Background: an optimization exercise with open tools, aiming at small area. Do not read the settings as production practice. Where RTL was checked, it was by simulation tests only, not by an equivalence proof against the original. For runs 3 to 5, only the layout was checked, not whether the RTL still works. Power and IR drop assume default switching activity.

--- run.sh ---
#!/bin/bash
# synth_recipe.tcl (not shown) runs the flow's synth.tcl, then flattens the netlist and writes it again
# the make line also repeats each setting of config.mk as NAME=value (left out here)
make -C /OpenROAD-flow-scripts/flow DESIGN_CONFIG=/design/flow/config.mk WORK_HOME=/design/flow/orfs CLKGATE_MAP_FILE= SYNTH_SCRIPT=/design/flow/synth_recipe.tcl finish
--- config.mk ---
export PLATFORM = sky130hd
export DESIGN_NAME = TWireSerIntrfc
export DESIGN_NICKNAME = TWireSerIntrfc
export VERILOG_FILES = /design/flow/design.v
export SDC_FILE = /design/flow/constraint.sdc
export NUM_CORES = 4
export LEC_CHECK = 0
export ABC_AREA = 1
export CAP_MARGIN = 20
export CORE_MARGIN = 2
export CORE_UTILIZATION = 40
export SLEW_MARGIN = 20
--- constraint.sdc ---
create_clock -name core_clock -period 10.0 [get_ports {clk}]
set_input_delay 2.0000 -clock core_clock [delete_from_list [all_inputs] [get_ports {clk}]]
set_output_delay 2.0000 -clock core_clock [all_outputs]
set_load 0.01 [all_outputs]
--- design.v ---
module TWireSerIntrfc #(
  parameter I2CCLK = 100,  
  parameter SYSCLK = 100,  
  parameter [7:0] SLAVE_RD_ADDR = 8'h21,  
  parameter [7:0] SLAVE_WR_ADDR = 8'h20   
)
(
  input         clk,
  input         async_rst,
  input         sync_rst,
  input         rw,
  input         valid_in,
  input  [15:0] reg_addr,
  input  [15:0] data_in,
  output        valid_out,
  output [15:0] data_out,
  output        busy,
  output        error,
  input         SDA_I,
  output        SDA_O,
  output        SDA_T,
  output        SCL
);
  localparam PRESCALE = (((SYSCLK*1000000)/(5*I2CCLK*1000))-1);
  localparam HALF     = PRESCALE/2;
  localparam TW       = 8;   
  localparam [TW-1:0] T_ONE  = 1;
  localparam [TW-1:0] T_LAST = PRESCALE;
  localparam [TW-1:0] T_FE   = HALF+1;
  localparam [TW-1:0] T_VO   = HALF+3;
  localparam [4:0]
    WAIT   = 5'd0,    
    WAIT_E = 5'd1,    
    INIT_W = 5'd2,
    INIT_E = 5'd3,    
    SWS    = 5'd4,    
    SWA    = 5'd5,    
    RWAA   = 5'd6,
    SHRA   = 5'd7,
    RHRAA  = 5'd8,
    SLRA   = 5'd9,
    RLRAA  = 5'd10,
    SHD    = 5'd11,
    RHDA   = 5'd12,
    SLD    = 5'd13,
    RLDA   = 5'd14,
    STOP   = 5'd15,
    ERR    = 5'd16,
    INIT_R = 5'd17,
    SRS    = 5'd18,
    SRA    = 5'd19,
    RRAA   = 5'd20,
    RHD    = 5'd21,
    SHDA   = 5'd22,
    RLD    = 5'd23,
    SLDN   = 5'd24;
  reg [TW-1:0] tick, tock;
  reg          ticktock, sclk_sync, ivi, first, sclk, busy1;
  reg [4:0]    st, nst;
  reg [2:0]    bc;
  reg [15:0]   par;
  wire fe   = (tick == T_FE);
  wire re   = (tick == T_ONE) & ~first;
  wire idle = (st == WAIT) | (st == WAIT_E);
  wire sen  = ~(idle | (st == INIT_W) | (st == INIT_E));
  wire last = (bc == 3'd0) & ~sclk;
  wire ack  = par[0];
  always @(posedge clk or negedge async_rst) begin
    if (!async_rst) begin
      tick      <= T_ONE;
      tock      <= T_ONE;
      ticktock  <= 1'b0;
      sclk_sync <= 1'b0;
      ivi       <= 1'b0;
      first     <= 1'b1;
      sclk      <= 1'b0;
      busy1     <= 1'b0;
    end else begin
      first <= sync_rst;
      if (sync_rst) begin
        tick      <= T_ONE;
        tock      <= T_ONE;
        ticktock  <= 1'b0;
        sclk_sync <= 1'b0;
        ivi       <= 1'b0;
        sclk      <= 1'b0;
        busy1     <= 1'b0;
      end else begin
        tick      <= (tick == T_LAST) ? T_ONE : tick + 1'b1;
        ticktock  <= (tick == tock);
        if (sclk_sync) tock <= tick;
        sclk_sync <= valid_in & ~ivi;
        ivi       <= valid_in | (ivi & ~ticktock);
        if (re) sclk <= ~(sclk & sen);
        busy1     <= idle & (valid_in | busy1);
      end
    end
  end
  always @(*) begin
    nst = st;
    case (st)
      WAIT   : if (ivi) nst = INIT_W;
      WAIT_E : if (ivi) nst = INIT_E;
      INIT_W : nst = SWS;
      INIT_E : nst = SWS;
      SWS    : nst = SWA;
      SWA    : if (last) nst = RWAA;
      RWAA   : if (!sclk) nst = ack ? ERR : SHRA;
      SHRA   : if (last) nst = RHRAA;
      RHRAA  : if (!sclk) nst = ack ? ERR : SLRA;
      SLRA   : if (last) nst = RLRAA;
      RLRAA  : if (!sclk) nst = ack ? ERR : (rw ? INIT_R : SHD);
      SHD    : if (last) nst = RHDA;
      RHDA   : if (!sclk) nst = ack ? ERR : SLD;
      SLD    : if (last) nst = RLDA;
      RLDA   : if (!sclk) nst = ack ? ERR : STOP;
      STOP   : nst = WAIT;
      ERR    : nst = WAIT_E;
      INIT_R : nst = SRS;
      SRS    : nst = SRA;
      SRA    : if (last) nst = RRAA;
      RRAA   : if (!sclk) nst = ack ? ERR : RHD;
      RHD    : if (last) nst = SHDA;
      SHDA   : if (!sclk) nst = RLD;
      RLD    : if (last) nst = SLDN;
      SLDN   : if (!sclk) nst = STOP;
      default: nst = WAIT;
    endcase
  end
  wire counting = (st == SWA) | (st == SHRA) | (st == SLRA) | (st == SHD) |
                  (st == SLD) | (st == SRA)  | (st == RHD)  | (st == RLD);
  always @(posedge clk or negedge async_rst) begin
    if (!async_rst) begin
      st <= WAIT;
      bc <= 3'd7;
    end else if (sync_rst) begin
      st <= WAIT;
      bc <= 3'd7;
    end else if (fe) begin
      st <= nst;
      if (!counting)
        bc <= 3'd7;
      else if (!sclk)
        bc <= bc - 1'b1;
    end
  end
  always @(posedge clk) begin
    if (fe & sclk & (st != SHDA))
      par <= {par[14:0], SDA_I};
  end
  reg sdo, sdt;
  always @(*) begin
    sdt = 1'b0;
    sdo = 1'b0;
    case (st)
      SWA    : sdo = SLAVE_WR_ADDR[bc];
      SHRA   : sdo = reg_addr[{1'b1, bc}];
      SLRA   : sdo = reg_addr[{1'b0, bc}];
      SHD    : sdo = data_in[{1'b1, bc}];
      SLD    : sdo = data_in[{1'b0, bc}];
      SRA    : sdo = SLAVE_RD_ADDR[bc];
      SLDN   : sdo = 1'b1;
      SWS, SRS, SHDA, STOP, ERR : sdo = 1'b0;
      default: begin sdt = 1'b1; sdo = 1'b1; end
    endcase
  end
  assign SDA_T     = sdt;
  assign SDA_O     = sdo;
  assign SCL       = sclk;
  assign busy      = ~idle | busy1;
  assign error     = (st == WAIT_E) | (st == INIT_E);
  assign valid_out = (tick == T_VO) & (st == RLD) & (bc == 3'd0) & sclk;
  assign data_out  = par;
endmodule
==> notes.md, run 1 <==
Placer Congestion=0.963; vias per cell=5.24; Post-Route WL=7.47 mm; Min Clock Period, post-route=5590 ps; RSZ-0062 raised after global routing=false; Layout fillers=657; measured slew at the worst slew-check pin=935 ps; R2R depth=8; final clock skew=5.52 ps; Fmax=0.179 GHz; Total Negative Setup Slacks=0 ps; Final WS setup=4410 ps; placed cells=515; Synth warnings=1; Die Width=88.3 um; CP Max Fanout=1; final setup fails=0; count of final hold-check violations=0; P_leak=1.58 nW; placed instance area=0.00352 sq mm; Reg area=0.00124 sq mm; Layout area overhead=27.7%; Seq cells post-synth=46; Starting Density=41.6%; Synth area leaders=dfrtp_1 21%, edfxtp_1 17%, nand2_1 11%; crit path launch type=primary input; DP Worst Slack=4420 ps; Ports=60; top cell type's share of synthesized area=21.1%; synthesized instance count=368; r2r endpoint=st[4]; H-tree depth=2; CTS hold repair buffers=0; fin crit share=55.9%; Pwr Density=149 mW/mm^2; arrival time of the worst setup path=3590 ps; CTS Buf Count=5; clock latency on the worst-skew pair=300 ps; outcome=complete, no violations; Netlist Area Pre-Place=0.00285 sq mm; Diodes inserted=0; post-cts sizing count=0; post-route cell area=0.00363 sq mm; initial antenna violation count=0; synthesized area per cell=7.73 sq um; MaxCap Viol Count=0; TritonCTS clock tree=built; crit path capture type=primary output; synth unique cells=37; Tot GR Track Use=19.9%; WL per Instance=14.3 um; Layout Utilization=53.2%; Worst EP required=8000 ps; clock transition at the registers of the reported paths=90 ps; DR pass1 iterations=6; CTS sink count=46; first-pass GRT wire length=12.2 mm; footprint of the multi-input gates=0.00139 sq mm; area leader, netlist=dfrtp_1; DR iter-0 viols=218; core area=0.00683 sq mm; share of layout cells above drive strength 1=9.13%; die height=88.3 um; largest net degree at the start of global routing=31; Post-CTS Setup Inserts=0; nets=470; worst vdd rail ir drop=0.0765 mV; IO Port Bufs=59; total global routing overflow=0; hpwl dp=5.65 mm; worst hold path class=reg -> reg; Placement Rows=30; worst reg2reg setup slack=7770 ps; Final Non-Filler Cells=523; remaining antenna violation count=0; Slew Limit Fails=0; sequential fraction of the synthesis area=43.5%; die area=0.00780 sq mm; vias in the first global route=2461; worst r2r src=st[4]; worst rel slew slack=37.4%; Crit Path Class=in -> out; Root Driver=clkbuf_8; Critical Path Start=reg_addr[4]; Bufs on Longest Clock Path=2; routed vias=2739; residual DRC count=0; Critical Path End=SDA_O; Syn Nets=412
-- metrics by stage --
step | hold WS [ps] | power [W]
after floorplan | 455 | 0.000332
after global placement | 432 | 0.000406
after detailed placement | 437 | 0.000403
after CTS | 457 | 0.000543
after global routing | 466 | 0.000575
final | 450 | 0.000541
-- placed cells by master, fill, tap and decap left out, types with 3 or more instances in the layout --
master	count
inv_2	6
o22ai_1	4
nand4_1	6
clkbuf_8	5
nand3_1	55
nand2_1	82
dfstp_2	6
inv_1	38
nor3_1	8
clkdlybuf4s50_1	59
edfxtp_1	16
dfrtp_1	24
nor2_2	5
o21a_1	4
nor2_4	3
ha_1	6
o21ai_1	6
o21ai_0	19
nand3_2	3
nor4_1	3
xnor2_1	4
a21oi_1	8
nor2_1	34
-- worst min-delay path by stage --
stage | start | to | cells past startpoint
detailed placement | par[6] | par[7] | 0
global placement | par[3] | par[4] | 0
finish | par[6] | par[7] | 0
floorplan | tick[2] | tick[2] | 1
CTS | par[6] | par[7] | 0
global route | par[13] | par[14] | 0
-- critical path, stage by stage --
cell and delay [ps]:
clkdlybuf4s50_1 450, nand3_1 70, nand3_1 130, nand2_1 70, inv_1 60, nand2_1 40
nand3_1 60, nand3_1 90, nand3_1 80, clkdlybuf4s50_1 540
-- where the power goes --
| part | internal, W | switching, W |
|---|---|---|
| clock network | 0.0000748 | 0.0000634 |
| registers | 0.000206 | 0.0000208 |
| logic | 0.0000688 | 0.000107 |
-- synthesized netlist by cell type, drive strengths merged --
cell type / count
a211oi: 1
a21oi: 9
a221oi: 2
a31oi: 2
a41oi: 1
buf: 7
clkbuf: 3
clkinv: 1
dfrtp: 24
dfstp: 6
edfxtp: 16
ha: 6
inv: 44
nand2: 85
nand3: 59
nand4: 6
nor2: 42
nor3: 9
nor3b: 1
nor4: 3
o2111ai: 1
o21a: 4
o21ai: 25
o22ai: 4
or2: 1
xnor2: 4
xor2: 2
-- cell type report --
cell class	count	share of cell area, %
clock buffers	6	2.00
well taps	96	3.31
flip-flops and latches	46	34.1
repair buffers	61	16.7
clock inverters	2	0.999
multi-input cells	267	38.3
inverters	45	4.65
-- registers in the layout (all words and copies together), names as in the netlist --
| register | flops |
|---|---|
| par | 16 |
| tick | 8 |
| tock | 8 |
| st | 5 |
| bc | 3 |
| busy1 | 1 |
| first | 1 |
| ivi | 1 |
| sclk | 1 |
| sclk_sync | 1 |
| ticktock | 1 |
-- metal layers --
metal  track usage, %  up-vias  wire [um]
met2             29.7       90       3370
met1             30.5     1295       3580
met4             3.58        0         82
met5                0        -          0
li1                 -     1343          -
met3             3.64       11        430
-- cells by family (layout without fill, tap and decap cells) --
family,count (synthesis),count (layout),synth area share [%]
buf+inv,55,114,7.74
fa+ha+maj,6,6,2.64
xor+xnor,6,6,1.85
flops,46,46,43.5
compound gates,49,49,10.2
simple gates,206,206,34.0
==> inputs of run 2 (changes only) <==
--- a/design.v
+++ b/design.v
@@ -22,11 +22,14 @@
   output        SCL
 );
-  localparam PRESCALE = (((SYSCLK*1000000)/(5*I2CCLK*1000))-1);
-  localparam HALF     = PRESCALE/2;
-  localparam TW       = 8;   
-  localparam [TW-1:0] T_ONE  = 1;
-  localparam [TW-1:0] T_LAST = PRESCALE;
-  localparam [TW-1:0] T_FE   = HALF+1;
-  localparam [TW-1:0] T_VO   = HALF+3;
+  localparam [7:0] LMASK = 8'b11100001;
+  localparam [7:0] LJ    = 8'b11100101;    
+  localparam [7:0] LR    = 8'b01100101;    
+  localparam [7:0] LL    = 8'b11001011;    
+  localparam [7:0] MJT   = 8'b10011111;    
+  localparam [7:0] MJD   = 8'b00111111;    
+  localparam [7:0] LF    = 8'b10101110;    
+  localparam [7:0] MF    = 8'b11110011;
+  localparam [7:0] LV    = 8'b10111001;    
+  localparam [7:0] MV    = 8'b11001111;
   localparam [4:0]
     WAIT   = 5'd0,    
@@ -55,11 +58,13 @@
     RLD    = 5'd23,
     SLDN   = 5'd24;
-  reg [TW-1:0] tick, tock;
-  reg          ticktock, sclk_sync, ivi, first, sclk, busy1;
+  reg [7:0]    tick, dly;
+  reg          ticktock, sclk_sync, ivi, sclk, busy1;
   reg [4:0]    st, nst;
   reg [2:0]    bc;
   reg [15:0]   par;
-  wire fe   = (tick == T_FE);
-  wire re   = (tick == T_ONE) & ~first;
+  wire tj   = (tick & MJT) == (LJ & MJT);
+  wire dj   = (dly & MJD) == (LJ & MJD);
+  wire fe   = (tick & MF) == (LF & MF);
+  wire re   = tj;
   wire idle = (st == WAIT) | (st == WAIT_E);
   wire sen  = ~(idle | (st == INIT_W) | (st == INIT_E));
@@ -68,17 +73,15 @@
   always @(posedge clk or negedge async_rst) begin
     if (!async_rst) begin
-      tick      <= T_ONE;
-      tock      <= T_ONE;
+      tick      <= LR;
+      dly       <= LJ;
       ticktock  <= 1'b0;
       sclk_sync <= 1'b0;
       ivi       <= 1'b0;
-      first     <= 1'b1;
       sclk      <= 1'b0;
       busy1     <= 1'b0;
     end else begin
-      first <= sync_rst;
       if (sync_rst) begin
-        tick      <= T_ONE;
-        tock      <= T_ONE;
+        tick      <= LR;
+        dly       <= LJ;
         ticktock  <= 1'b0;
         sclk_sync <= 1'b0;
@@ -87,7 +90,7 @@
         busy1     <= 1'b0;
       end else begin
-        tick      <= (tick == T_LAST) ? T_ONE : tick + 1'b1;
-        ticktock  <= (tick == tock);
-        if (sclk_sync) tock <= tick;
+        tick      <= {tick[6:0], ^(tick & LMASK) ^ tj};
+        dly       <= sclk_sync ? LL : {dly[6:0], ^(dly & LMASK) ^ dj};
+        ticktock  <= dj;
         sclk_sync <= valid_in & ~ivi;
         ivi       <= valid_in | (ivi & ~ticktock);
@@ -170,5 +173,5 @@
   assign busy      = ~idle | busy1;
   assign error     = (st == WAIT_E) | (st == INIT_E);
-  assign valid_out = (tick == T_VO) & (st == RLD) & (bc == 3'd0) & sclk;
+  assign valid_out = ((tick & MV) == (LV & MV)) & (st == RLD) & (bc == 3'd0) & sclk;
   assign data_out  = par;
 endmodule
==> flow/run.sh (new file) <==
#!/bin/bash
set -euo pipefail
export BUFFER_PORTS_ARGS="-buffer_cell sky130_fd_sc_hd__buf_1"
bash standard.sh > standard_flow.log 2>&1
==> standard.sh (new file) <==
#!/bin/bash
# synth_recipe.tcl (not shown) runs the flow's synth.tcl, then flattens the netlist and writes it again
# the make line also repeats each setting of config.mk as NAME=value (left out here)
make -C /OpenROAD-flow-scripts/flow DESIGN_CONFIG=/design/flow/config.mk WORK_HOME=/design/flow/orfs CLKGATE_MAP_FILE= SYNTH_SCRIPT=/design/flow/synth_recipe.tcl "${@:-finish}"
removed: run.sh
==> notes.md, run 2 <==
outcome=complete, no violations (unchanged); Final WS setup=5160 ps (was 4410 ps); Slew Limit Fails=0 (unchanged); biggest regs=par (16), dly (8), tick (8) (was par (16), tick (8), tock (8)); most common cell in the netlist=nand2_1 (unchanged); Post-Route WL=6.38 mm (was 7.47 mm); Starting Density=41.7% (was 41.6%); Hold Crit Depth=0 (unchanged); Top cell by count, worst path=nand3_1 (unchanged); CTS hold repair buffers=0 (unchanged); H-tree depth=2 (unchanged); Die Width=85.6 um (was 88.3 um); hpwl dp=4.75 mm (was 5.65 mm); Synth warnings=1 (unchanged); worst hold path class=reg -> reg (unchanged); Crit path largest cell delay=170 ps (was 540 ps); remaining antenna violation count=0 (unchanged); top cell type's share of synthesized area=18.1% (was 21.1%); worst vdd rail ir drop=0.110 mV (was 0.0765 mV); CTS Buf Count=5 (unchanged); Post-CTS Setup Inserts=0 (unchanged); CP Max Fanout=1 (unchanged); core area=0.00639 sq mm (was 0.00683 sq mm); Root Driver=clkbuf_8 (unchanged); residual DRC count=0 (unchanged); synthesized area per cell=7.94 sq um (was 7.73 sq um); Layout fillers=674 (was 657); vias per cell=5.15 (was 5.24); synth unique cells=39 (was 37); CP max stage cell=nor3_1 (was clkdlybuf4s50_1); most frequent cells in the layout=70 x nand2_1, 59 x buf_1, 58 x nand3_1, 43 x nor2_1, 28 x inv_1 (was 82 x nand2_1, 59 x clkdlybuf4s50_1, 55 x nand3_1, 38 x inv_1, 34 x nor2_1); P_leak=1.32 nW (was 1.58 nW); first-pass GRT wire length=10.8 mm (was 12.2 mm); final setup fails=0 (unchanged); DR iter-0 viols=273 (was 218); Ports=60 (unchanged); Placer Congestion=0.876 (was 0.963); Tot GR Track Use=18.3% (was 19.9%); clock latency on the worst-skew pair=300 ps (about the same); Bufs on Longest Clock Path=2 (unchanged); worst reg2reg setup slack=7910 ps (was 7770 ps); worst r2r src=st[3] (was st[4]); die area=0.00732 sq mm (was 0.00780 sq mm); Crit Path Class=in -> out (unchanged); Hold EP=par[12] (was par[7]); Top reg by flops=par (unchanged); Syn Nets=376 (was 412); WL per Instance=13.6 um (was 14.3 um); R2R depth=9 (was 8); die height=85.6 um (was 88.3 um); post-cts sizing count=0 (unchanged); clock transition at the registers of the reported paths=90 ps (about the same); Total Negative Setup Slacks=0 ps (unchanged); TritonCTS clock tree=built (unchanged); cell chain of the critical path=buf_1, inv_1, nor3_1, nor2_1, nor2_1, nand2_1, nand3_1, nand3_1, nand3_1, buf_1 (was clkdlybuf4s50_1, nand3_1, nand3_1, nand2_1, inv_1, nand2_1, nand3_1, nand3_1, nand3_1, clkdlybuf4s50_1); r2r endpoint=st[4] (unchanged); Synth area leaders=edfxtp_1 18%, dfrtp_1 16%, dfstp_2 12% (was dfrtp_1 21%, edfxtp_1 17%, nand2_1 11%); DP Worst Slack=5160 ps (was 4420 ps); Worst EP required=8000 ps (about the same); Min Clock Period, post-route=4840 ps (was 5590 ps); worst hold start=par[11] (was par[6]); Pwr Density=171 mW/mm^2 (was 149 mW/mm^2); Top FF cell, synth=dfrtp_1 (unchanged); nets=433 (was 470); fin crit share=48.4% (was 55.9%); IO Port Bufs=59 (unchanged); Fmax=0.207 GHz (was 0.179 GHz); synth cell count leaders=70 x nand2_1, 58 x nand3_1, 43 x nor2_1 (was 82 x nand2_1, 55 x nand3_1, 38 x inv_1); Diodes inserted=0 (unchanged); routed vias=2420 (was 2739); Critical Path Start=reg_addr[4] (unchanged); Async S/R FF share, synth=64.4% (was 65.2%); RSZ-0062 raised after global routing=false (unchanged); crit path capture type=primary output (unchanged); measured slew at the worst slew-check pin=855 ps (was 935 ps); Reg area=0.00122 sq mm (was 0.00124 sq mm); worst rel slew slack=42.8% (was 37.4%); area leader, netlist=edfxtp_1 (was dfrtp_1); initial antenna violation count=0 (unchanged); Post-synth EDFFs=16 (unchanged); total global routing overflow=0 (unchanged); CTS sink count=45 (was 46); sequential fraction of the synthesis area=45.9% (was 43.5%); Netlist Area Pre-Place=0.00266 sq mm (was 0.00285 sq mm); share of layout cells above drive strength 1=12.0% (was 9.13%); synthesized instance count=335 (was 368); final clock skew=8.41 ps (was 5.52 ps); MaxCap Viol Count=0 (unchanged); commonest non-fill, non-tap cell in the layout=nand2_1 (unchanged); footprint of the multi-input gates=0.00124 sq mm (was 0.00139 sq mm); vias in the first global route=2390 (was 2461); arrival time of the worst setup path=2840 ps (was 3590 ps); Placement Rows=29 (was 30); crit path launch type=primary input (unchanged); Layout area overhead=13.3% (was 27.7%); largest net degree at the start of global routing=30 (was 31); count of final hold-check violations=0 (unchanged); Seq cells post-synth=45 (was 46); DR pass1 iterations=4 (was 6); Largest register FFs=16 (unchanged)
[run 2: changes by cell type after synthesis, moves of 3 or more]
cell,delta
dfrtp_1,-7
dfstp_2,+6
ha_1,-3
inv_1,-10
nand2_1,-12
nand3_1,+3
nor2_1,+9
o21a_1,-4
o21ai_0,-7
o21ai_1,-4
o22ai_1,-4
[run 2: power breakdown]
part           switching [W]  leakage [nW]  total [W]  internal [W]
registers          0.0000248         0.492   0.000234      0.000209
clock network      0.0000614        0.0488   0.000118     0.0000564
logic               0.000110         0.779   0.000164     0.0000538
[run 2: worst max-delay path, delay by kind of cell]
family | cells | cell delay [ps]
buf+inv | 3 | 240
simple gates | 7 | 590
[run 2: kinds of logic after synthesis]
logic type,Yosys count,synth area share [%]
AO/OA/AOI/OAI,32,7.62
XOR/XNOR,5,1.65
adder cells (fa/ha/maj),3,1.41
buffers and inverters,46,7.62
flip-flops,45,45.9
AND/OR/NAND/NOR,204,35.8
[run 2: worst max-delay path by stage]
stage and to:
5_1_grt SDA_O, 2_1_floorplan SDA_O, 3_3_place_gp SDA_O, 3_5_place_dp SDA_O, 4_1_cts SDA_O, 6_report SDA_O
[run 2: area by class of cell]
cell class	count	area share [%]
Clock buffer	7	2.86
Clock inverter	1	0.208
Inverter	36	4.57
Multi-Input combinational cell	244	41.1
Sequential cell	45	40.5
Tap cell	77	3.20
Timing Repair Buffer	60	7.60
[run 2: metal layers]
| metal | vias up | global-route usage, % | share of wire (%) |
|---|---|---|---|
| met5 | - | 0 | 0 |
| met4 | 0 | 6.06 | 2.0 |
| met3 | 11 | 3.75 | 6.2 |
| met2 | 81 | 29.2 | 45 |
| met1 | 1105 | 25.0 | 46 |
| li1 | 1223 | - | - |
[run 2: metrics by stage]
stage / utilization (%) / hold slack (ps) / power [W] / std cells / area (sq um)
CTS: 47.2 / 451 / 0.000517 / 470 / 3010
floorplan: - / 425 / 0.000354 / 335 / 2660
global route: 47.2 / 459 / 0.000550 / 470 / 3010
finish: 47.2 / 452 / 0.000516 / 470 / 3010
detailed placement: 45.7 / 435 / 0.000399 / 462 / 2920
global placement: 45.7 / 435 / 0.000402 / 462 / 2920
==> inputs of run 3 (changes only) <==
--- a/design.v
+++ b/design.v
@@ -33,29 +33,29 @@
   localparam [7:0] MV    = 8'b11001111;
   localparam [4:0]
-    WAIT   = 5'd0,    
+    WAIT   = 5'd3,    
     WAIT_E = 5'd1,    
-    INIT_W = 5'd2,
-    INIT_E = 5'd3,    
-    SWS    = 5'd4,    
-    SWA    = 5'd5,    
-    RWAA   = 5'd6,
-    SHRA   = 5'd7,
-    RHRAA  = 5'd8,
-    SLRA   = 5'd9,
-    RLRAA  = 5'd10,
-    SHD    = 5'd11,
-    RHDA   = 5'd12,
-    SLD    = 5'd13,
-    RLDA   = 5'd14,
-    STOP   = 5'd15,
-    ERR    = 5'd16,
-    INIT_R = 5'd17,
-    SRS    = 5'd18,
-    SRA    = 5'd19,
-    RRAA   = 5'd20,
-    RHD    = 5'd21,
-    SHDA   = 5'd22,
-    RLD    = 5'd23,
-    SLDN   = 5'd24;
+    INIT_W = 5'd4,
+    INIT_E = 5'd2,    
+    SWS    = 5'd5,    
+    SWA    = 5'd6,    
+    RWAA   = 5'd7,
+    SHRA   = 5'd8,
+    RHRAA  = 5'd9,
+    SLRA   = 5'd10,
+    RLRAA  = 5'd11,
+    SHD    = 5'd12,
+    RHDA   = 5'd13,
+    SLD    = 5'd14,
+    RLDA   = 5'd15,
+    STOP   = 5'd16,
+    ERR    = 5'd0,
+    INIT_R = 5'd18,
+    SRS    = 5'd19,
+    SRA    = 5'd20,
+    RRAA   = 5'd21,
+    RHD    = 5'd22,
+    SHDA   = 5'd23,
+    RLD    = 5'd24,
+    SLDN   = 5'd25;
   reg [7:0]    tick, dly;
   reg          ticktock, sclk_sync, ivi, sclk, busy1;
==> flow/run.sh (replaced) <==
#!/bin/bash
# The standard layout, with: the smallest buffer cell for the port buffers,
# combinational cells reset to their smallest drive strength after floorplan,
# and a clock tree built from smaller clusters without dummy loads.
set -euo pipefail
export BUFFER_PORTS_ARGS="-buffer_cell sky130_fd_sc_hd__buf_1"
if [[ -f flow/cts_args ]]; then export CTS_ARGS="$(cat flow/cts_args)"; fi
bash standard.sh floorplan > standard_floorplan.log 2>&1
ODB=orfs/results/${FLOW_PLATFORM}/TWireSerIntrfc/base/2_floorplan.odb openroad -no_init -exit flow/downsize.tcl > downsize.log 2>&1
bash standard.sh > standard_finish.log 2>&1
==> flow/downsize.tcl (new file) <==
# Give every combinational cell of the synthesized netlist the smallest drive
# strength of its cell family; later repair steps size up where needed.
read_db $::env(ODB)
set block [ord::get_db_block]
set db [ord::get_db]
set saved 0.0
set n 0
foreach inst [$block getInsts] {
  set m [$inst getMaster]
  set name [$m getName]
  if {![regexp {^(sky130_fd_sc_hd__([a-z0-9]+))_([0-9]+)$} $name -> base fam drive]} { continue }
  if {[regexp {^(e?df|sdf|dl|lpflow|probe|tap|fill|decap|conb|diode)} $fam]} { continue }
  set best $m
  set barea [expr {[$m getWidth] * [$m getHeight]}]
  foreach d {0 1 2} {
    set c [$db findMaster "${base}_$d"]
    if {$c eq "NULL" || $c eq ""} { continue }
    set a [expr {[$c getWidth] * [$c getHeight]}]
    if {$a < $barea} { set best $c; set barea $a }
  }
  if {$best ne $m} {
    set old [expr {[$m getWidth] * [$m getHeight]}]
    if {[$inst swapMaster $best]} {
      set saved [expr {$saved + ($old - $barea) / 1e6}]
      incr n
      puts "[$inst getName]: $name -> [$best getName]"
    }
  }
}
puts "downsized $n cells, [format %.2f $saved] um2"
write_db $::env(ODB)
==> notes.md, run 3 <==
outcome=complete, no violations (unchanged); CP Max Fanout=1 (unchanged); H-tree depth=2 (unchanged); P_leak=1.34 nW (was 1.32 nW); Layout fillers=669 (was 674); nets=444 (was 433); Diodes inserted=0 (unchanged); DP Worst Slack=5180 ps (was 5160 ps); TritonCTS clock tree=built (unchanged); Largest register FFs=16 (unchanged); Worst EP required=8000 ps (about the same); Reg area=0.00122 sq mm (about the same); synth cell count leaders=93 x nand2_1, 52 x nand3_1, 38 x nor2_1 (was 70 x nand2_1, 58 x nand3_1, 43 x nor2_1); arrival time of the worst setup path=2840 ps (about the same); fin crit share=48.4% (about the same); worst hold path class=reg -> reg (unchanged); Placer Congestion=0.919 (was 0.876); Final WS setup=5160 ps (about the same); hpwl dp=4.95 mm (was 4.75 mm); total global routing overflow=0 (unchanged); commonest non-fill, non-tap cell in the layout=nand2_1 (unchanged); Root Driver=clkbuf_8 (unchanged); Placement Rows=29 (unchanged); most frequent cells in the layout=96 x nand2_1, 59 x buf_1, 54 x nand3_1, 45 x nor2_1, 32 x inv_1 (was 70 x nand2_1, 59 x buf_1, 58 x nand3_1, 43 x nor2_1, 28 x inv_1); Tot GR Track Use=18.1% (was 18.3%); Starting Density=41.3% (was 41.7%); Critical Path Start=data_in[5] (was reg_addr[4]); vias in the first global route=2251 (was 2390); die height=85.0 um (was 85.6 um); clock transition at the registers of the reported paths=80 ps (was 90 ps); IO Port Bufs=59 (unchanged); synthesized area per cell=7.69 sq um (was 7.94 sq um); measured slew at the worst slew-check pin=503 ps (was 855 ps); initial antenna violation count=0 (unchanged); largest net degree at the start of global routing=30 (unchanged); routed vias=2439 (was 2420); r2r endpoint=st[3] (was st[4]); worst reg2reg setup slack=7420 ps (was 7910 ps); RSZ-0062 raised after global routing=false (unchanged); Synth area leaders=edfxtp_1 18%, dfrtp_1 14%, dfstp_2 14% (was edfxtp_1 18%, dfrtp_1 16%, dfstp_2 12%); count of final hold-check violations=0 (unchanged); Syn Nets=382 (was 376); R2R depth=11 (was 9); synthesized instance count=341 (was 335); remaining antenna violation count=0 (unchanged); worst hold start=par[8] (was par[11]); Crit Path Class=in -> out (unchanged); CTS Buf Count=5 (unchanged); crit path capture type=primary output (unchanged); core area=0.00635 sq mm (was 0.00639 sq mm); Bufs on Longest Clock Path=2 (unchanged); Post-Route WL=6.29 mm (was 6.38 mm); CTS sink count=45 (unchanged); worst vdd rail ir drop=0.0799 mV (was 0.110 mV); post-cts sizing count=0 (unchanged); worst r2r src=st[4] (was st[3]); biggest regs=par (16), dly (8), tick (8) (unchanged); vias per cell=5.07 (was 5.15); crit path launch type=primary input (unchanged); Top reg by flops=par (unchanged); Final Non-Filler Cells=481 (was 470); top cell type's share of synthesized area=18.3% (was 18.1%); Fmax=0.207 GHz (about the same); most common cell in the netlist=nand2_1 (unchanged); Post-CTS Setup Inserts=0 (unchanged); Netlist Area Pre-Place=0.00262 sq mm (was 0.00266 sq mm); clock latency on the worst-skew pair=290 ps (was 300 ps); final setup fails=0 (unchanged); placed cells=473 (was 462); area leader, netlist=edfxtp_1 (unchanged); Slew Limit Fails=0 (unchanged); Async S/R FF share, synth=64.4% (unchanged); CTS hold repair buffers=0 (unchanged); Critical Path End=SDA_O (unchanged); first-pass GRT wire length=10.6 mm (was 10.8 mm); final clock skew=2.06 ps (was 8.41 ps); synth unique cells=36 (was 39); die area=0.00722 sq mm (was 0.00732 sq mm); share of layout cells above drive strength 1=7.92% (was 12.0%); residual DRC count=0 (unchanged); worst rel slew slack=66.2% (was 42.8%); MaxCap Viol Count=0 (unchanged); Top FF cell, synth=edfxtp_1 (was dfrtp_1); Seq cells post-synth=45 (unchanged); Final Total Pwr=0.000546 W (was 0.000516 W); Pwr Density=183 mW/mm^2 (was 171 mW/mm^2); footprint of the multi-input gates=0.00117 sq mm (was 0.00124 sq mm); Post-synth EDFFs=16 (unchanged); WL per Instance=13.1 um (was 13.6 um); Min Clock Period, post-route=4840 ps (about the same); sequential fraction of the synthesis area=46.6% (was 45.9%); Layout area overhead=13.5% (was 13.3%); Synth warnings=1 (unchanged); DR iter-0 viols=117 (was 273); DR pass1 iterations=4 (unchanged); Ports=60 (unchanged); Die Width=85.0 um (was 85.6 um); Total Negative Setup Slacks=0 ps (unchanged)
[run 3: changes by cell type after synthesis, moves of 3 or more]
| cell | previous run | this run |
|---|---|---|
| inv_1 | 28 | 32 |
| a21oi_1 | 9 | 3 |
| nand3_1 | 58 | 52 |
| nor2_1 | 43 | 38 |
| nor3_1 | 9 | 12 |
| nand2_1 | 70 | 93 |
[run 3: stage by stage]
stage | area [sq um] | util (%) | hold WS, ps
after floorplan | 2620 | - | 425
after global placement | 2870 | 45.3 | 428
after detailed placement | 2870 | 45.3 | 433
after CTS | 2980 | 46.9 | 456
after global routing | 2980 | 46.9 | 470
final | 2980 | 46.9 | 452
[run 3: worst min-delay path by stage]
stage	endpoint	slack, ps	depth (start not counted)
detailed placement	par[9]	430	0
finish	par[9]	450	0
global route	par[14]	470	0
global placement	par[2]	430	0
CTS	par[11]	460	0
floorplan	dly[5]	420	1
[run 3: kinds of logic after synthesis]
logic type	synth area share [%]
AND/OR/NAND/NOR	37.9
flip-flops	46.6
AO/OA/AOI/OAI	4.96
buffers and inverters	6.77
adder cells (fa/ha/maj)	1.43
XOR/XNOR	2.34
[run 3: report_power, final]
group / leakage (nW) / switching [W] / total [W] / internal (W)
registers: 0.487 / 0.0000203 / 0.000235 / 0.000214
clock network: 0.0500 / 0.0000608 / 0.000124 / 0.0000635
logic: 0.802 / 0.000126 / 0.000187 / 0.0000610
total: 1.34 / 0.000207 / 0.000546 / 0.000339
[run 3: critical path, stage by stage]
cell and delay (ps):
buf_1 60, inv_1 40, nor3_1 190, nor2_1 60, nand3_1 60, nand2_1 60, nand3_1 60, nand3_1 70
nand3_1 80, buf_1 150
[run 3: cell type report]
type / instances / share of cell area [%]
Clock buffer: 6 / 3.15
Clock inverter: 2 / 0.378
Inverter: 38 / 4.79
Multi-Input combinational cell: 251 / 39.2
Sequential cell: 45 / 41.1
Tap cell: 77 / 3.23
Timing Repair Buffer: 62 / 8.19
[run 3: layer usage]
layer / vias up / track usage, % / share of wire, %
met5: - / 0 / 0
met4: 0 / 5.63 / 1.2
met3: 6 / 2.53 / 5.6
met2: 85 / 29.2 / 47
met1: 1108 / 25.4 / 46
li1: 1240 / - / -
==> inputs of run 4 (changes only) <==
==> flow/cts_args (new file) <==
-sink_clustering_enable -repair_clock_nets -buf_list sky130_fd_sc_hd__clkbuf_16 -root_buf sky130_fd_sc_hd__clkbuf_16 -sink_clustering_size 50 -sink_clustering_max_diameter 500 -dont_use_dummy_load
==> notes.md, run 4 <==
outcome=complete, no violations (unchanged); Layout area overhead=14.3% (was 13.5%); Worst EP required=8000 ps (about the same); post-cts sizing count=0 (unchanged); Pwr Density=190 mW/mm^2 (was 183 mW/mm^2); synth unique cells=36 (unchanged); first-pass GRT wire length=10.6 mm (about the same); Bufs on Longest Clock Path=2 (unchanged); vias in the first global route=2258 (was 2251); biggest regs=par (16), dly (8), tick (8) (unchanged); fin crit share=48.4% (about the same); Placer Congestion=0.919 (unchanged); area leader, netlist=edfxtp_1 (unchanged); Post-synth EDFFs=16 (unchanged); clock transition at the registers of the reported paths=60 ps (was 80 ps); DP Worst Slack=5180 ps (unchanged); Slew Limit Fails=0 (unchanged); residual DRC count=0 (unchanged); commonest non-fill, non-tap cell in the layout=nand2_1 (unchanged); Tot GR Track Use=18.2% (was 18.1%); Synth area leaders=edfxtp_1 18%, dfrtp_1 14%, dfstp_2 14% (unchanged); crit path launch type=primary input (unchanged); Total Negative Setup Slacks=0 ps (unchanged); Root Driver=clkbuf_16 (was clkbuf_8); Die Width=85.0 um (unchanged); synthesized area per cell=7.69 sq um (unchanged); crit path capture type=primary output (unchanged); most frequent cells in the layout=96 x nand2_1, 59 x buf_1, 54 x nand3_1, 45 x nor2_1, 32 x inv_1 (unchanged); Post-CTS Setup Inserts=0 (unchanged); Top FF cell, synth=edfxtp_1 (unchanged); Top reg by flops=par (unchanged); met3 Use GR=2.53% (unchanged); DR pass1 iterations=4 (unchanged); synthesized instance count=341 (unchanged); Post-Route WL=6.34 mm (was 6.29 mm); TritonCTS clock tree=built (unchanged); Reg area=0.00122 sq mm (unchanged); Syn Nets=382 (unchanged); remaining antenna violation count=0 (unchanged); DR iter-0 viols=113 (was 117); top cell type's share of synthesized area=18.3% (unchanged); Synth warnings=1 (unchanged); synth cell count leaders=93 x nand2_1, 52 x nand3_1, 38 x nor2_1 (unchanged); largest net degree at the start of global routing=30 (unchanged); IO Port Bufs=59 (unchanged); final setup fails=0 (unchanged); routed vias=2440 (was 2439); CTS sink count=45 (unchanged); Layout fillers=669 (unchanged); share of layout cells above drive strength 1=7.48% (was 7.92%); Min Clock Period, post-route=4840 ps (about the same); Netlist Area Pre-Place=0.00262 sq mm (unchanged); core area=0.00635 sq mm (unchanged); worst vdd rail ir drop=0.104 mV (was 0.0799 mV); arrival time of the worst setup path=2840 ps (about the same); Fmax=0.207 GHz (about the same); die area=0.00722 sq mm (unchanged); measured slew at the worst slew-check pin=522 ps (was 503 ps); Final WS setup=5160 ps (about the same); GR peak layer=met2 (unchanged); vias per cell=5.10 (was 5.07); MaxCap Viol Count=0 (unchanged); most common cell in the netlist=nand2_1 (unchanged); Seq cells post-synth=45 (unchanged); placed instance area=0.00287 sq mm (unchanged); final clock skew=8.72 ps (was 2.06 ps); Placement Rows=29 (unchanged); initial antenna violation count=0 (unchanged); Starting Density=41.3% (unchanged); sequential fraction of the synthesis area=46.6% (unchanged); RSZ-0062 raised after global routing=false (unchanged); CTS hold repair buffers=0 (unchanged); WL per Instance=13.3 um (was 13.1 um); H-tree depth=2 (unchanged); worst rel slew slack=64.9% (was 66.2%); die height=85.0 um (unchanged); post-route cell area=0.00300 sq mm (was 0.00298 sq mm); clock latency on the worst-skew pair=280 ps (was 290 ps); P_leak=1.35 nW (was 1.34 nW); worst hold path class=reg -> reg (unchanged); GRT met2 Usage=29.1% (was 29.2%); CTS Buf Count=5 (unchanged); Diodes inserted=0 (unchanged); hpwl dp=4.95 mm (unchanged); footprint of the multi-input gates=0.00117 sq mm (unchanged); nets=444 (unchanged); Async S/R FF share, synth=64.4% (unchanged); count of final hold-check violations=0 (unchanged); hold slack=442 ps (was 452 ps); total global routing overflow=0 (unchanged); Largest register FFs=16 (unchanged); Crit Path Class=in -> out (unchanged); Ports=60 (unchanged); GRT met1 Usage=25.6% (was 25.4%); CP Max Fanout=1 (unchanged)
[run 4: cells by family after synthesis]
| logic type | share of synthesized area, % |
|---|---|
| flip-flops | 46.6 |
| AND/OR/NAND/NOR | 37.9 |
| buffers and inverters | 6.77 |
| AO/OA/AOI/OAI | 4.96 |
| XOR/XNOR | 2.34 |
| adder cells (fa/ha/maj) | 1.43 |
[run 4: where the power goes]
group | switching [W] | internal (W)
logic | 0.000126 | 0.0000610
clock network | 0.0000591 | 0.0000882
registers | 0.0000201 | 0.000215
[run 4: layer usage]
metal | vias to the layer above | share of wire (%)
met4 | 0 | 1.5
met5 | - | 0
li1 | 1239 | -
met1 | 1113 | 47
met3 | 8 | 5.4
met2 | 80 | 46
[run 4: final timing paths]
| kind | startpoint | endpoint | slack [ps] | depth (start not counted) |
|---|---|---|---|---|
| max | data_in[5] | SDA_O | 5160 | 10 |
| min | par[10] | par[11] | 440 | 0 |
| max reg2reg | st[4] | st[2] | 7420 | 11 |
| min reg2reg | par[10] | par[11] | 440 | 0 |
| max in group asynchronous | async_rst | bc[2] | 7970 | 2 |
| min in group asynchronous | async_rst | st[4] | 1710 | 2 |
[run 4: per-stage QoR]
stage / total power [W] / cells / utilization (%)
6_report: 0.000569 / 478 / 47.2
3_3_place_gp: 0.000428 / 473 / 45.3
5_1_grt: 0.000608 / 478 / 47.2
2_1_floorplan: 0.000378 / 341 / -
3_5_place_dp: 0.000425 / 473 / 45.3
4_1_cts: 0.000575 / 478 / 47.2
[run 4: cell type report]
cell class,count,area share (%)
inverter,38,4.76
tap,77,3.21
sequential,45,40.8
timing repair buffer,62,8.14
multi-input combinational,251,38.9
clock buffer,5,4.17
[run 4: critical path, stage by stage]
cell and delay (ps):
buf_1 60, inv_1 40, nor3_1 190, nor2_1 60, nand3_1 60, nand2_1 60, nand3_1 60, nand3_1 70
nand3_1 80, buf_1 150
==> inputs of run 5 (changes only) <==
==> flow/cts_args (replaced) <==
-sink_clustering_enable -repair_clock_nets -buf_list sky130_fd_sc_hd__clkbuf_8 -sink_clustering_size 24 -sink_clustering_max_diameter 200 -dont_use_dummy_load
==> notes.md, run 5 <==
outcome=complete, no violations (unchanged); Layout area overhead=12.2% (was 14.3%); Async S/R FF share, synth=64.4% (unchanged); fin crit share=48.4% (about the same); DP Worst Slack=5180 ps (unchanged); Final Total Pwr=0.000520 W (was 0.000569 W); cell chain of the critical path=buf_1, inv_1, nor3_1, nor2_1, nand3_1, nand2_1, nand3_1, nand3_1, nand3_1, buf_1 (unchanged); nets=444 (unchanged); Min Clock Period, post-route=4840 ps (about the same); Layout Utilization=46.3% (was 47.2%); Die Width=85.0 um (unchanged); CTS hold repair buffers=0 (unchanged); Top reg by flops=par (unchanged); die height=85.0 um (unchanged); routed vias=2434 (was 2440); Post-CTS Setup Inserts=0 (unchanged); top cell type's share of synthesized area=18.3% (unchanged); R2R depth=11 (unchanged); H-tree depth=2 (unchanged); CP Max Fanout=1 (unchanged); initial antenna violation count=0 (unchanged); Placement Rows=29 (unchanged); crit path capture type=primary output (unchanged); vias in the first global route=2265 (was 2258); crit path launch type=primary input (unchanged); Crit path largest cell delay=190 ps (about the same); WL per Instance=13.2 um (was 13.3 um); Post-Route WL=6.33 mm (was 6.34 mm); measured slew at the worst slew-check pin=503 ps (was 522 ps); Final WS setup=5160 ps (about the same); clock transition at the registers of the reported paths=80 ps (was 60 ps); synth unique cells=36 (unchanged); Seq cells post-synth=45 (unchanged); synth cell count leaders=93 x nand2_1, 52 x nand3_1, 38 x nor2_1 (unchanged); P_leak=1.32 nW (was 1.35 nW); Root Driver=clkbuf_8 (was clkbuf_16); Top cell by count, worst path=nand3_1 (unchanged); Tot GR Track Use=18.2% (about the same); worst rel slew slack=66.2% (was 64.9%); area leader, netlist=edfxtp_1 (unchanged); final clock skew=14.4 ps (was 8.72 ps); Total Negative Setup Slacks=0 ps (unchanged); Starting Density=41.3% (unchanged); Placer Congestion=0.919 (unchanged); DR pass1 iterations=4 (unchanged); Hold Crit Depth=0 (unchanged); Worst EP required=8000 ps (about the same); clock latency on the worst-skew pair=290 ps (was 280 ps); Ports=60 (unchanged); most common cell in the netlist=nand2_1 (unchanged); Top FF cell, synth=edfxtp_1 (unchanged); remaining antenna violation count=0 (unchanged); synthesized instance count=341 (unchanged); Crit Path Class=in -> out (unchanged); biggest regs=par (16), dly (8), tick (8) (unchanged); post-cts sizing count=0 (unchanged); Pwr Density=177 mW/mm^2 (was 190 mW/mm^2); core area=0.00635 sq mm (unchanged); Slew Limit Fails=0 (unchanged); largest net degree at the start of global routing=30 (unchanged); residual DRC count=0 (unchanged); Largest register FFs=16 (unchanged); share of layout cells above drive strength 1=7.48% (unchanged); Post-synth EDFFs=16 (unchanged); CTS Buf Count=5 (unchanged); MaxCap Viol Count=0 (unchanged); total global routing overflow=0 (unchanged); Fmax=0.207 GHz (about the same); Diodes inserted=0 (unchanged); worst hold path class=reg -> reg (unchanged); DR iter-0 viols=115 (was 113); most frequent cells in the layout=96 x nand2_1, 59 x buf_1, 54 x nand3_1, 45 x nor2_1, 32 x inv_1 (unchanged); vias per cell=5.09 (was 5.10); arrival time of the worst setup path=2840 ps (about the same); Syn Nets=382 (unchanged); CP max stage cell=nor3_1 (unchanged); hpwl dp=4.95 mm (unchanged); Bufs on Longest Clock Path=2 (unchanged); IO Port Bufs=59 (unchanged); Synth area leaders=edfxtp_1 18%, dfrtp_1 14%, dfstp_2 14% (unchanged); TritonCTS clock tree=built (unchanged); die area=0.00722 sq mm (unchanged); Synth warnings=1 (unchanged); CTS sink count=45 (unchanged); final setup fails=0 (unchanged); RSZ-0062 raised after global routing=false (unchanged); Netlist Area Pre-Place=0.00262 sq mm (unchanged); sequential fraction of the synthesis area=46.6% (unchanged); count of final hold-check violations=0 (unchanged); worst vdd rail ir drop=0.0819 mV (was 0.104 mV); commonest non-fill, non-tap cell in the layout=nand2_1 (unchanged); first-pass GRT wire length=10.7 mm (was 10.6 mm); synthesized area per cell=7.69 sq um (unchanged)
## run 5: metal layers
layer,vias up,routed length (um),global-route usage [%]
met5,-,0,0
met4,0,78,5.63
met3,6,320,2.53
met2,76,2970,29.5
met1,1114,2960,25.4
li1,1238,-,-
## run 5: final timing paths
path                       slack, ps  endpoint  startpoint
min in group asynchronous       1700   tick[7]   async_rst
max                             5160     SDA_O  data_in[5]
min                              440   par[11]     par[10]
min reg2reg                      440   par[11]     par[10]
max in group asynchronous       7970     bc[2]   async_rst
max reg2reg                     7400     st[2]       st[4]
## run 5: stage by stage
step           hold slack [ps]  instance area (sq um)  instances
2_1_floorplan              425                   2620        341
3_3_place_gp               428                   2870        473
3_5_place_dp               433                   2870        473
4_1_cts                    441                   2940        478
5_1_grt                    461                   2940        478
6_report                   438                   2940        478
## run 5: cell families (layout without fill, tap and decap cells)
family                     Yosys count  count (layout)  share of synthesized area [%]
AOI/OAI and AO/OA                   21              21                           4.96
xor gates and xnor gates             7               7                           2.34
adders and majority gates            3               3                           1.43
buffers and inverters               45             105                           6.77
DFF                                 45              45                           46.6
and+or+nand+nor                    220             220                           37.9
## run 5: area by class of cell
class                   count  area [sq um]
fillers                   671          3410
flip-flops and latches     45          1220
multi-input cells         251          1170
repair buffers             62           244
inverters                  38           143
well taps                  77          96.3
clock buffers               5          68.8
## run 5: worst max-delay path: cells and delay by family
kind / cells / cell delay (ps)
AND/OR/NAND/NOR: 7 / 580
buffers and inverters: 3 / 250
## run 5: where the power goes
group / switching [W] / internal, W
clock network: 0.0000541 / 0.0000451
logic: 0.000125 / 0.0000610
registers: 0.0000204 / 0.000214
total: 0.000200 / 0.000320
==> inputs of run 6 (changes only) <==
--- a/design.v
+++ b/design.v
@@ -25,7 +25,7 @@
   localparam [7:0] LJ    = 8'b11100101;    
   localparam [7:0] LR    = 8'b01100101;    
-  localparam [7:0] LL    = 8'b11001011;    
   localparam [7:0] MJT   = 8'b10011111;    
-  localparam [7:0] MJD   = 8'b00111111;    
+  localparam [7:0] LP    = 8'b11110010;    
+  localparam [7:0] MP    = 8'b10101111;    
   localparam [7:0] LF    = 8'b10101110;    
   localparam [7:0] MF    = 8'b11110011;
@@ -58,11 +58,15 @@
     RLD    = 5'd24,
     SLDN   = 5'd25;
-  reg [7:0]    tick, dly;
-  reg          ticktock, sclk_sync, ivi, sclk, busy1;
+  reg [7:0]    tq, dq;    
+  wire [7:0]   tick = tq ^ LR;
+  wire [7:0]   dly  = dq ^ LP;
+  reg          sclk_sync, ivi, sclk, busy1;
   reg [4:0]    st, nst;
-  reg [2:0]    bc;
+  reg [2:0]    bq;        
+  wire [2:0]   bc = ~bq;
   reg [15:0]   par;
   wire tj   = (tick & MJT) == (LJ & MJT);
-  wire dj   = (dly & MJD) == (LJ & MJD);
+  wire dj   = (dly & MJT) == (LJ & MJT);    
+  wire dp   = (dly & MP) == (LP & MP);
   wire fe   = (tick & MF) == (LF & MF);
   wire re   = tj;
@@ -73,7 +77,6 @@
   always @(posedge clk or negedge async_rst) begin
     if (!async_rst) begin
-      tick      <= LR;
-      dly       <= LJ;
-      ticktock  <= 1'b0;
+      tq        <= 8'd0;
+      dq        <= 8'd0;
       sclk_sync <= 1'b0;
       ivi       <= 1'b0;
@@ -82,7 +85,6 @@
     end else begin
       if (sync_rst) begin
-        tick      <= LR;
-        dly       <= LJ;
-        ticktock  <= 1'b0;
+        tq        <= 8'd0;
+        dq        <= 8'd0;
         sclk_sync <= 1'b0;
         ivi       <= 1'b0;
@@ -90,9 +92,8 @@
         busy1     <= 1'b0;
       end else begin
-        tick      <= {tick[6:0], ^(tick & LMASK) ^ tj};
-        dly       <= sclk_sync ? LL : {dly[6:0], ^(dly & LMASK) ^ dj};
-        ticktock  <= dj;
+        tq        <= {tick[6:0], ^(tick & LMASK) ^ tj} ^ LR;
+        dq        <= (sclk_sync ? {dp, LJ[6:0]} : {dly[6:0], ^(dly & LMASK) ^ dj}) ^ LP;
         sclk_sync <= valid_in & ~ivi;
-        ivi       <= valid_in | (ivi & ~ticktock);
+        ivi       <= valid_in | (ivi & ~dj);
         if (re) sclk <= ~(sclk & sen);
         busy1     <= idle & (valid_in | busy1);
@@ -136,14 +137,14 @@
     if (!async_rst) begin
       st <= WAIT;
-      bc <= 3'd7;
+      bq <= 3'd0;
     end else if (sync_rst) begin
       st <= WAIT;
-      bc <= 3'd7;
+      bq <= 3'd0;
     end else if (fe) begin
       st <= nst;
       if (!counting)
-        bc <= 3'd7;
+        bq <= 3'd0;
       else if (!sclk)
-        bc <= bc - 1'b1;
+        bq <= bq + 1'b1;
     end
   end
==> flow/run.sh (replaced) <==
#!/bin/bash
# The standard layout (standard.sh) with these changes:
#  - synthesis maps the logic with an area-oriented ABC script (flow/abc_area.script,
#    used through a copy of ORFS's scripts folder; registers are left as they are);
#  - combinational cells get their smallest drive strength after floorplan
#    (flow/downsize.tcl); later repair steps size up where needed;
#  - the port buffers use the smallest buffer cell;
#  - the clock tree uses the CTS arguments in flow/cts_args.
set -euo pipefail
rm -rf scripts_abc
cp -r "$FLOW_HOME/scripts" scripts_abc
cp flow/abc_area.script scripts_abc/abc_area.script
SCRIPTS_DIR="$PWD/scripts_abc" bash standard.sh synth > standard_synth.log 2>&1
export BUFFER_PORTS_ARGS="-buffer_cell sky130_fd_sc_hd__buf_1"
export CTS_ARGS="$(cat flow/cts_args)"
bash standard.sh floorplan > standard_floorplan.log 2>&1
ODB="orfs/results/${FLOW_PLATFORM}/TWireSerIntrfc/base/2_floorplan.odb" openroad -no_init -exit flow/downsize.tcl > downsize.log 2>&1
bash standard.sh > standard_finish.log 2>&1
==> flow/abc_area.script (new file) <==
strash
balance
rewrite
refactor
balance
rewrite
rewrite -z
balance
refactor -z
rewrite -z
balance
dc2
dch -f
map -a
mfs2
map -a
topo
==> flow/cts_args (replaced) <==
-sink_clustering_enable -repair_clock_nets -buf_list sky130_fd_sc_hd__clkbuf_4 -dont_use_dummy_load
--- a/config.mk
+++ b/config.mk
@@ -9,4 +9,4 @@
 export CAP_MARGIN = 20
 export CORE_MARGIN = 2
-export CORE_UTILIZATION = 40
+export CORE_UTILIZATION = 65
 export SLEW_MARGIN = 20
==> notes.md, run 6 <==
outcome=complete, no violations (unchanged); footprint of the multi-input gates=977 sq um (was 0.00117 sq mm); Final WS setup=4750 ps (was 5160 ps); Comb pwr share=35.4% (was 35.8%); Synth warnings=1 (unchanged); clock transition at the registers of the reported paths=120 ps (was 80 ps); CTS Buf Count=5 (unchanged); Post-Route WL=5.46 mm (was 6.33 mm); core area=0.00336 sq mm (was 0.00635 sq mm); area leader, netlist=dfrtp_1 (was edfxtp_1); Bufs on Longest Clock Path=2 (unchanged); IO Port Bufs=59 (unchanged); Pwr Density=176 mW/mm^2 (was 177 mW/mm^2); hold slack=443 ps (was 438 ps); arrival time of the worst setup path=3250 ps (was 2840 ps); synth unique cells=33 (was 36); vias per cell=5.96 (was 5.09); Post-Synth Simple-Gate Area=19.1% (was 37.9%); Largest register FFs=16 (unchanged); worst hold path class=reg -> reg (unchanged); MaxCap Viol Count=0 (unchanged); crit path capture type=primary output (unchanged); Crit Path Class=reg -> out (was in -> out); clock latency on the worst-skew pair=360 ps (was 290 ps); top cell type's share of synthesized area=28.3% (was 18.3%); share of layout cells above drive strength 1=3.70% (was 7.48%); Ports=60 (unchanged); final clock skew=31.0 ps (was 14.4 ps); sequential share of power=49.0% (was 45.1%); remaining antenna violation count=0 (unchanged); DR iter-0 viols=221 (was 115); Layout area overhead=14.1% (was 12.2%); crit path launch type=flop (was primary input); first-pass GRT wire length=9.27 mm (was 10.7 mm); Starting Density=68.5% (was 41.3%); initial antenna violation count=0 (unchanged); residual DRC count=0 (unchanged); Reg area=0.00118 sq mm (was 0.00122 sq mm); CTS sink count=44 (was 45); Top reg by flops=par (unchanged); placed cells=365 (was 473); post-cts sizing count=0 (unchanged); die area=0.00403 sq mm (was 0.00722 sq mm); synth cell count leaders=46 x nor2_1, 36 x clkinv_1, 26 x dfrtp_1, 26 x nand2_1 (was 93 x nand2_1, 52 x nand3_1, 38 x nor2_1); Slew Limit Fails=0 (unchanged); routed vias=2205 (was 2434); post-synthesis adder-cell area fraction=1.63% (was 1.43%); worst rel slew slack=52.8% (was 66.2%); vias in the first global route=2001 (was 2265); Synth area leaders=dfrtp_1 28%, edfxtp_1 21%, nor2_1 7.5% (was edfxtp_1 18%, dfrtp_1 14%, dfstp_2 14%); Die Width=63.5 um (was 85.0 um); Seq cells post-synth=44 (was 45); Total Negative Setup Slacks=0 ps (unchanged); Worst EP required=8000 ps (about the same); die height=63.5 um (was 85.0 um); Async S/R FF share, synth=63.6% (was 64.4%); Int Pwr=0.000285 W (was 0.000320 W); Root Driver=clkbuf_4 (was clkbuf_8); DP Worst Slack=4930 ps (was 5180 ps); measured slew at the worst slew-check pin=707 ps (was 503 ps); Fmax=0.190 GHz (was 0.207 GHz); DR pass1 iterations=6 (was 4); sequential fraction of the synthesis area=51.4% (was 46.6%); Layout fillers=250 (was 671); H-tree depth=2 (unchanged); Layout Utilization=78.1% (was 46.3%); largest family of logic cells by synthesized area=simple AND/OR/NAND/NOR gates (unchanged); hpwl dp=4.19 mm (was 4.95 mm); TritonCTS clock tree=built (unchanged); count of final hold-check violations=0 (unchanged); Synth Area in Compound Gates=19.0% (was 4.96%); Tot GR Track Use=29.5% (was 18.2%); nets=367 (was 444); Min Clock Period, post-route=5250 ps (was 4840 ps); Clock Power Share=15.6% (was 19.1%); Psw=0.000177 W (was 0.000200 W); post-synthesis mux area share=0.435% (was 0%); Post-synth EDFFs=16 (unchanged); P_leak=0.942 nW (was 1.32 nW); WL per Instance=14.7 um (was 13.2 um); biggest regs=par (16), dq (8), tq (8) (was par (16), dly (8), tick (8)); Synth Area in XOR/XNOR=2.28% (was 2.34%); most common cell in the netlist=nor2_1 (was nand2_1); Post-CTS Setup Inserts=0 (unchanged); Top FF cell, synth=dfrtp_1 (was edfxtp_1); total global routing overflow=0 (unchanged); Placer Congestion=0.952 (was 0.919); Netlist Area Pre-Place=0.00230 sq mm (was 0.00262 sq mm); synthesized area per cell=8.89 sq um (was 7.69 sq um); worst vdd rail ir drop=0.138 mV (was 0.0819 mV); RSZ-0062 raised after global routing=false (unchanged); fin crit share=52.5% (was 48.4%); largest net degree at the start of global routing=29 (was 30); CTS hold repair buffers=0 (unchanged); commonest non-fill, non-tap cell in the layout=buf_1 (was nand2_1); CP Max Fanout=12 (was 1); synthesized instance count=259 (was 341); most frequent cells in the layout=59 x buf_1, 45 x nor2_1, 36 x clkinv_1, 26 x nand2_1, 26 x dfrtp_1 (was 96 x nand2_1, 59 x buf_1, 54 x nand3_1, 45 x nor2_1, 32 x inv_1); final setup fails=0 (unchanged); Diodes inserted=0 (unchanged); Sw Ratio=38.4% (about the same); Placement Rows=21 (was 29); Final Non-Filler Cells=370 (was 478); Syn Nets=300 (was 382)
## run 6: logic make-up (layout without fill, tap and decap cells)
family          after synthesis  after routing
compound gates               65             65
xor+xnor                      6              6
fa+ha+maj                     3              3
buf+inv                      37            102
flops                        44             44
mux                           1              1
simple gates                103            103
## run 6: cell type report
| cell class | count | share of cell area (%) |
|---|---|---|
| Timing Repair Buffer | 61 | 9.00 |
| Clock buffer | 5 | 1.43 |
| Sequential cell | 44 | 45.0 |
| Multi-Input combinational cell | 178 | 37.2 |
| Tap cell | 46 | 2.19 |
| Inverter | 36 | 5.14 |
## run 6: per-stage QoR
| step | cell area, sq um | power, W |
|---|---|---|
| 2_1_floorplan | 2300 | 0.000341 |
| 3_3_place_gp | 2590 | 0.000387 |
| 3_5_place_dp | 2590 | 0.000390 |
| 4_1_cts | 2630 | 0.000460 |
| 5_1_grt | 2630 | 0.000493 |
| 6_report | 2630 | 0.000462 |
## run 6: routing by layer
metal,part of all wire (%),vias to the layer above,global-route usage [%]
li1,-,1073,-
met1,44,1018,42.9
met2,47,108,45.5
met3,8.1,6,5.54
met4,1.0,0,8.70
met5,0,-,0
## run 6: power groups by stage
stage	logic [W]	clock network, W	registers, W
CTS	0.000162	0.0000725	0.000226
detailed placement	0.000161	0	0.000229
finish	0.000164	0.0000722	0.000227
floorplan	0.000116	0	0.000224
global route	0.000183	0.0000800	0.000229
global placement	0.000158	0	0.000229
## run 6: path summary, 6_finish.rpt
path	from	cells past startpoint	to	slack [ps]
worst min register to register	par[13]	0	par[14]	440
worst max-delay path	st[4]	11	SDA_O	4750
max in group asynchronous	async_rst	2	st[0]	8030
worst min-delay path	par[13]	0	par[14]	440
worst max register to register	st[1]	15	st[2]	7230
min in group asynchronous	async_rst	2	tq[6]	1630
## run 6: worst max-delay path: stages (launching register included)
cell and delay, ps:
dfrtp_1 520, nor3_1 300, clkinv_1 220, nor2_1 540, clkinv_1 360, o21ai_0 250, nor2_1 60, o311ai_0 270
nand2_1 120, nand2_1 70, nand3_1 60, buf_1 140
==> inputs of run 7 (changes only) <==
==> flow/cts_args (replaced) <==
-sink_clustering_enable -repair_clock_nets -buf_list sky130_fd_sc_hd__clkbuf_8 -sink_clustering_size 24 -sink_clustering_max_diameter 200 -dont_use_dummy_load
==> notes.md, run 7 <==
Top reg by flops=par (unchanged); RSZ-0062 raised after global routing=false (unchanged); largest net degree at the start of global routing=29 (unchanged); biggest regs=par (16), dq (8), tq (8) (unchanged); sequential fraction of the synthesis area=51.4% (unchanged); Bufs on Longest Clock Path=2 (unchanged); CTS hold repair buffers=0 (unchanged); Placer Congestion=0.952 (unchanged); synth cell count leaders=46 x nor2_1, 36 x clkinv_1, 26 x dfrtp_1, 26 x nand2_1 (unchanged); core area=0.00336 sq mm (unchanged); clock latency on the worst-skew pair=290 ps (was 360 ps); top cell type's share of synthesized area=28.3% (unchanged); GRT met2 Usage=46.6% (was 45.5%); Post-Route WL=5.60 mm (was 5.46 mm); Synth area leaders=dfrtp_1 28%, edfxtp_1 21%, nor2_1 7.5% (unchanged); synth unique cells=33 (unchanged); family with the most delay on the worst path=simple AND/OR/NAND/NOR gates (unchanged); Netlist Area Pre-Place=0.00230 sq mm (unchanged); cell chain of the critical path=nor3_1, clkinv_1, nor2_1, clkinv_1, o21ai_0, nor2_1, o311ai_0, nand2_1, nand2_1, nand3_1, buf_1 (unchanged); Pwr Density=183 mW/mm^2 (was 176 mW/mm^2); P_leak=0.955 nW (was 0.942 nW); MaxCap Viol Count=0 (unchanged); met3 Use GR=5.36% (was 5.54%); arrival time of the worst setup path=3280 ps (was 3250 ps); WL per Instance=15.1 um (was 14.7 um); Layout area overhead=15.5% (was 14.1%); measured slew at the worst slew-check pin=744 ps (was 707 ps); Starting Density=68.5% (unchanged); Tot GR Track Use=29.5% (unchanged); TritonCTS clock tree=built (unchanged); post-cts sizing count=0 (unchanged); post-synthesis adder-cell area fraction=1.63% (unchanged); worst rel slew slack=50.3% (was 52.8%); most common cell in the netlist=nor2_1 (unchanged); Worst EP required=8000 ps (about the same); worst hold start=par[13] (unchanged); GR peak layer=met2 (unchanged); most frequent cells in the layout=59 x buf_1, 45 x nor2_1, 36 x clkinv_1, 26 x nand2_1, 26 x dfrtp_1 (unchanged); Ports=60 (unchanged); IO Port Bufs=59 (unchanged); Diodes inserted=0 (unchanged); DR pass1 iterations=7 (was 6); hpwl dp=4.19 mm (unchanged); CTS sink count=44 (unchanged); CP Max Fanout=12 (unchanged); Crit path largest cell delay=580 ps (was 540 ps); vias per cell=6.14 (was 5.96); worst hold path class=reg -> reg (unchanged); routed vias=2273 (was 2205); Root Driver=clkbuf_8 (was clkbuf_4); Slew Limit Fails=0 (unchanged); Post-Synth Simple-Gate Area=19.1% (unchanged); Min Clock Period, post-route=5280 ps (was 5250 ps); Total Negative Setup Slacks=0 ps (unchanged); Top FF cell, synth=dfrtp_1 (unchanged); initial antenna violation count=0 (unchanged); Post-CTS Setup Inserts=0 (unchanged); post-synthesis mux area share=0.435% (unchanged); fin crit share=52.8% (was 52.5%); Syn Nets=300 (unchanged); outcome=complete, no violations (unchanged); crit path launch type=flop (unchanged); die height=63.5 um (unchanged); Synth Area in Compound Gates=19.0% (unchanged); count of final hold-check violations=0 (unchanged); Synth Area in XOR/XNOR=2.28% (unchanged); Fmax=0.190 GHz (about the same); DR iter-0 viols=214 (was 221); area leader, netlist=dfrtp_1 (unchanged); total global routing overflow=0 (unchanged); Seq cells post-synth=44 (unchanged); commonest non-fill, non-tap cell in the layout=buf_1 (unchanged); worst vdd rail ir drop=0.177 mV (was 0.138 mV); Largest register FFs=16 (unchanged); share of layout cells above drive strength 1=3.70% (unchanged); largest family of logic cells by synthesized area=simple AND/OR/NAND/NOR gates (unchanged); post-route cell area=0.00266 sq mm (was 0.00263 sq mm); Post-synth EDFFs=16 (unchanged); die area=0.00403 sq mm (unchanged); Placement Rows=21 (unchanged); GRT met1 Usage=42.9% (unchanged); Die Width=63.5 um (unchanged); Critical Path Start=st[4] (unchanged); clock transition at the registers of the reported paths=80 ps (was 120 ps); final clock skew=18.6 ps (was 31.0 ps); synthesized instance count=259 (unchanged); synthesized area per cell=8.89 sq um (unchanged); CTS Buf Count=5 (unchanged); residual DRC count=0 (unchanged); Synth warnings=1 (unchanged); worst r2r src=st[1] (unchanged); crit path capture type=primary output (unchanged); first-pass GRT wire length=9.36 mm (was 9.27 mm); CP max stage cell=nor2_1 (unchanged); Async S/R FF share, synth=63.6% (unchanged); Crit path buffers/inverters=3 (unchanged); vias in the first global route=2029 (was 2001); remaining antenna violation count=0 (unchanged); final setup fails=0 (unchanged); Crit Path Class=reg -> out (unchanged); nets=367 (unchanged); H-tree depth=2 (unchanged); placed instance area=0.00259 sq mm (unchanged)
## run 7: cell counts after synthesis
No cell type changed its count.
## run 7: cell families (layout without fill, tap and decap cells)
logic type / count (synthesis) / in the layout
AOI/OAI and AO/OA: 65 / 65
and+or+nand+nor: 103 / 103
DFF: 44 / 44
xor gates and xnor gates: 6 / 6
adders and majority gates: 3 / 3
muxes: 1 / 1
buffers and inverters: 37 / 102
## run 7: metal layers
layer  vias to the layer above  part of all wire [%]
met3                        12                   9.4
met5                         -                     0
met2                       147                    47
li1                       1071                     -
met1                      1043                    42
met4                         0                   1.2
## run 7: layout make-up
| cell class | count | area (sq um) |
|---|---|---|
| flip-flops and latches | 44 | 1180 |
| multi-input cells | 178 | 977 |
| fillers | 252 | 704 |
| repair buffers | 61 | 236 |
| inverters | 36 | 135 |
| clock buffers | 5 | 68.8 |
| well taps | 46 | 57.6 |
## run 7: path summary, 6_finish.rpt
check | endpoint | slack [ps] | depth (start not counted)
min reg2reg | par[14] | 430 | 0
min | par[14] | 430 | 0
max in group asynchronous | st[0] | 7960 | 2
min in group asynchronous | tq[6] | 1710 | 2
max reg2reg | st[2] | 7200 | 15
max | SDA_O | 4720 | 11
## run 7: power breakdown
| group | internal [W] | switching, W | total (W) |
|---|---|---|---|
| sequential | 0.000205 | 0.0000222 | 0.000227 |
| combinational | 0.0000564 | 0.000107 | 0.000164 |
| clock | 0.0000450 | 0.0000499 | 0.0000949 |
## run 7: through the flow
step           hold slack [ps]  power [W]  std cells  setup slack (ps)  utilization, %
2_1_floorplan              402   0.000341        259              5190               -
3_3_place_gp               426   0.000387        365              4950            76.9
3_5_place_dp               434   0.000390        365              4930            77.0
4_1_cts                    441   0.000484        370              4810            79.1
5_1_grt                    458   0.000516        370              4270            79.1
6_report                   435   0.000486        370              4720            79.1

[static timing again, ports no longer ideal]
Ports are ideal in the flow. The routed layouts listed here were re-timed in OpenROAD.
Step 1 sets driving cells, clkbuf_16 on the clock port and buf_2 on the other inputs (assumed; they add their load-dependent delay and slew).
Step 2 moves the port delays by t, midway between the first and last clock arrival at a register: inputs arrive t later, outputs are due t later. That takes back most of the time a late clock gives input paths.
Three values: ideal ports, drivers, drivers and shift; two values: the first two.
run	shift t [ns]	slack for setup (ns)	latest minus earliest clock arrival (ns)	pins driven straight from the clock port
run 1	0.321	4.413 / 4.391 / 4.391	0.006 / 0.006	1
run 2	0.327	5.160 / 5.135 / 5.135	0.011 / 0.010	1
run 3	0.318	5.162 / 5.141 / 5.141	0.003 / 0.002	1
run 4	0.309	5.160 / 5.139 / 5.139	0.009 / 0.009	1
run 5	0.312	5.161 / 5.139 / 5.139	0.015 / 0.015	1
run 6	0.365	4.750 / 4.725 / 4.866	0.031 / 0.031	1
run 7	0.303	4.724 / 4.697 / 4.856	0.018 / 0.019	1
After both steps setup and hold are still met in every run listed. The setup slack of run 2, which loses most, moves by -0.025 ns with the drivers and by -0.025 ns with both steps.
